What follows belongs to an exercise in optimizing a design on an open flow for small area, a short achievable clock period and few clock cycles; a production flow would make more cautious choices.
Where RTL was checked, it was by simulation tests only, not by an equivalence proof against the original.

## run X
==> module dividor_rtl, before the edit <==
module dividor_rtl #(parameter SIZE=16)
		(
			input clk, rst, start,
			input [SIZE-1:0] a, b,
			output [SIZE-1:0] m,
			output [9:0] f,
			output done,
			output div0);
		localparam IDLE  = 3'd0;
		localparam FIRST = 3'd1;     
		localparam INT   = 3'd2;
		localparam MUL   = 3'd3;
		localparam FRAC  = 3'd4;
		localparam FIN   = 3'd5;
		reg [2:0] state;
		reg [2:0] cnt;           
		reg [15:0] b_r;
		reg [17:0] b3;           
		reg [15:0] p;            
		reg [15:0] q;            
		reg [9:0] fr;            
		reg [1:0] nb;            
		reg [3:0] la, lb;        
		reg short_r;             
		integer i;
		function [3:0] lead(input [15:0] x);
			begin
				lead[3] = |x[15:8];
				lead[2] = |x[15:12] | (~|x[15:8] & |x[7:4]);
				lead[1] = |x[15:14] | (~|x[15:12] & |x[11:10]) | (~|x[15:8] & |x[7:6])
				        | (~|x[15:4] & |x[3:2]);
				lead[0] = x[15] | (~|x[15:14] & x[13]) | (~|x[15:12] & x[11])
				        | (~|x[15:10] & x[9]) | (~|x[15:8] & x[7]) | (~|x[15:6] & x[5])
				        | (~|x[15:4] & x[3]) | (~|x[15:2] & x[1]);
			end
		endfunction
		wire az = la == 4'd0 && !q[0];      
		wire short = az || la < lb;
		wire [3:0] dl = la - lb;             
		wire [2:0] k = dl[3:1];              
		wire [31:0] a_sh = {2'b00, q, 14'd0} >> {k, 1'b0};
		wire [17:0] t = {p, nb};
		wire [18:0] d1 = {1'b0, t} - {3'b0, b_r};
		wire [18:0] d2 = {1'b0, t} - {2'b0, b_r, 1'b0};
		wire [18:0] d3 = {1'b0, t} - {1'b0, b3};
		wire [1:0] qq = !d3[18] ? 2'd3 : !d2[18] ? 2'd2 : !d1[18] ? 2'd1 : 2'd0;
		wire [15:0] p_step = !d3[18] ? d3[15:0] : !d2[18] ? d2[15:0] : !d1[18] ? d1[15:0] : t[15:0];
		wire [25:0] n1000 = {p, 10'd0} - {6'd0, p, 4'd0} - {7'd0, p, 3'd0};
		wire mul_now = (state == MUL) || (state == FIRST && short);
		always @(posedge clk or posedge rst)
			if (rst)
				state <= IDLE;
			else case (state)
				IDLE:  if (start) state <= FIRST;
				FIRST: state <= !short ? INT : (p == 16'd0) ? FIN : FRAC;
				INT:   if (cnt == 3'd0) state <= MUL;
				MUL:   state <= (p == 16'd0) ? FIN : FRAC;
				FRAC:  if (cnt == 3'd0) state <= FIN;
				default: state <= IDLE;
			endcase
		always @(posedge clk) begin
			b3 <= {1'b0, b_r, 1'b0} + {2'b0, b_r};
			la <= lead(a);
			lb <= lead(b);
			if (state == IDLE)
				b_r <= b;
			if (state == FIRST)
				short_r <= short;
			case (state)
				IDLE: begin
					p <= a;
					q <= a;
				end
				INT: begin
					p <= p_step;
					q <= {q[13:0], qq};
					cnt <= cnt - 3'd1;
				end
				FIRST, MUL: begin
					if (mul_now) begin
						p <= n1000[25:10];
						cnt <= 3'd4;
					end else begin
						p <= a_sh[31:16];
						q <= a_sh[15:0];
						cnt <= k;
					end
				end
				default: begin
					p <= p_step;
					cnt <= cnt - 3'd1;
				end
			endcase
			if (mul_now)
				nb <= n1000[9:8];
			else if (state == FIRST)
				nb <= a_sh[15:14];
			else if (state == INT)
				nb <= q[13:12];
			else
				nb <= fr[7:6];
			if (mul_now)
				fr <= n1000[9:0];
			else
				fr <= {fr[7:0], qq};
		end
		assign m = short_r ? 16'd0 : q;
		assign f = fr;
		assign done = (state == FIN);
		assign div0 = (b_r == 16'd0);
endmodule
export LEC_CHECK = 0
export CAP_MARGIN = 20
export CORE_MARGIN = 2
export CORE_UTILIZATION = 40
export SETUP_SLACK_MARGIN = 4.3
export SLEW_MARGIN = 20
create_clock -name core_clock -period 7.5 [get_ports {clk}]
run.sh (not shown) runs the stock make flow with config.mk's settings and CLKGATE_MAP_FILE= SYNTH_SCRIPT=/design/flow/synth_recipe.tcl, a recipe that flattens the netlist after the stock synthesis.
Testbench counts of run X, summed over its fixed seeds: cycles 15,606.
--- input diff run X..run F ---
--- a/flow/design.v
+++ b/flow/design.v
@@ -22,5 +22,4 @@
 		reg [1:0] nb;            
 		reg [3:0] la, lb;        
-		reg short_r;             
 		integer i;
 		function [3:0] lead(input [15:0] x);
@@ -65,10 +64,9 @@
 			if (state == IDLE)
 				b_r <= b;
-			if (state == FIRST)
-				short_r <= short;
 			case (state)
 				IDLE: begin
 					p <= a;
 					q <= a;
+					cnt <= cnt - 3'd1;
 				end
 				INT: begin
@@ -81,4 +79,6 @@
 						p <= n1000[25:10];
 						cnt <= 3'd4;
+						if (state == FIRST)
+							q <= 16'd0;
 					end else begin
 						p <= a_sh[31:16];
@@ -105,5 +105,5 @@
 				fr <= {fr[7:0], qq};
 		end
-		assign m = short_r ? 16'd0 : q;
+		assign m = q;
 		assign f = fr;
 		assign done = (state == FIN);
Findings:
Per the comparison of run F with run X, buffer share of cell area flat; final-layout clock buffer total up 2; worst hold slack flat; overall die height up 0.72%.
As far as post-synthesis area per instance is concerned, run X and run F perform about the same.
Against run X, area after synthesis in run F came out worse.
Summary of the comparison: met2 track utilization from global routing is lower in run F, relative to run X.
Effective utilization at floorplan (higher): run F
Comparing run X and run F, critical path depth is lower on run F.
| worst setup slack | higher: run X |
[run F vs run X] fraction of area in registers: lower in run F
| final critical delay including setup and external delays | higher: run F |
No functional check of the RTL was part of run F.

-- port drivers added, routing unchanged --
How much do the figures lean on ideal ports? The routed layouts below were timed once more, with nothing changed but the port constraints.
Step 1 assumes that a clkbuf_16 drives the clock port and a buf_2 every other input.
Step 2 times the ports against the registers' clock, not the clock port: input delays grow and output delays shrink by t, the midpoint of the rising clock arrivals with the driver on.
a / b / c = no drivers / after step 1 / after step 2; a / b = the first two.
run	t (ns)	slack for setup (ns)	worst setup path after step 2
run X	0.403	4.345 / 4.335 / 4.264	input to register
run F	0.399	4.320 / 4.320 / 4.320	register to register
After both steps setup and hold are still met in every run listed. For run X, which loses most, drivers alone change the setup slack by -0.010 ns; drivers and shift together by -0.081 ns.
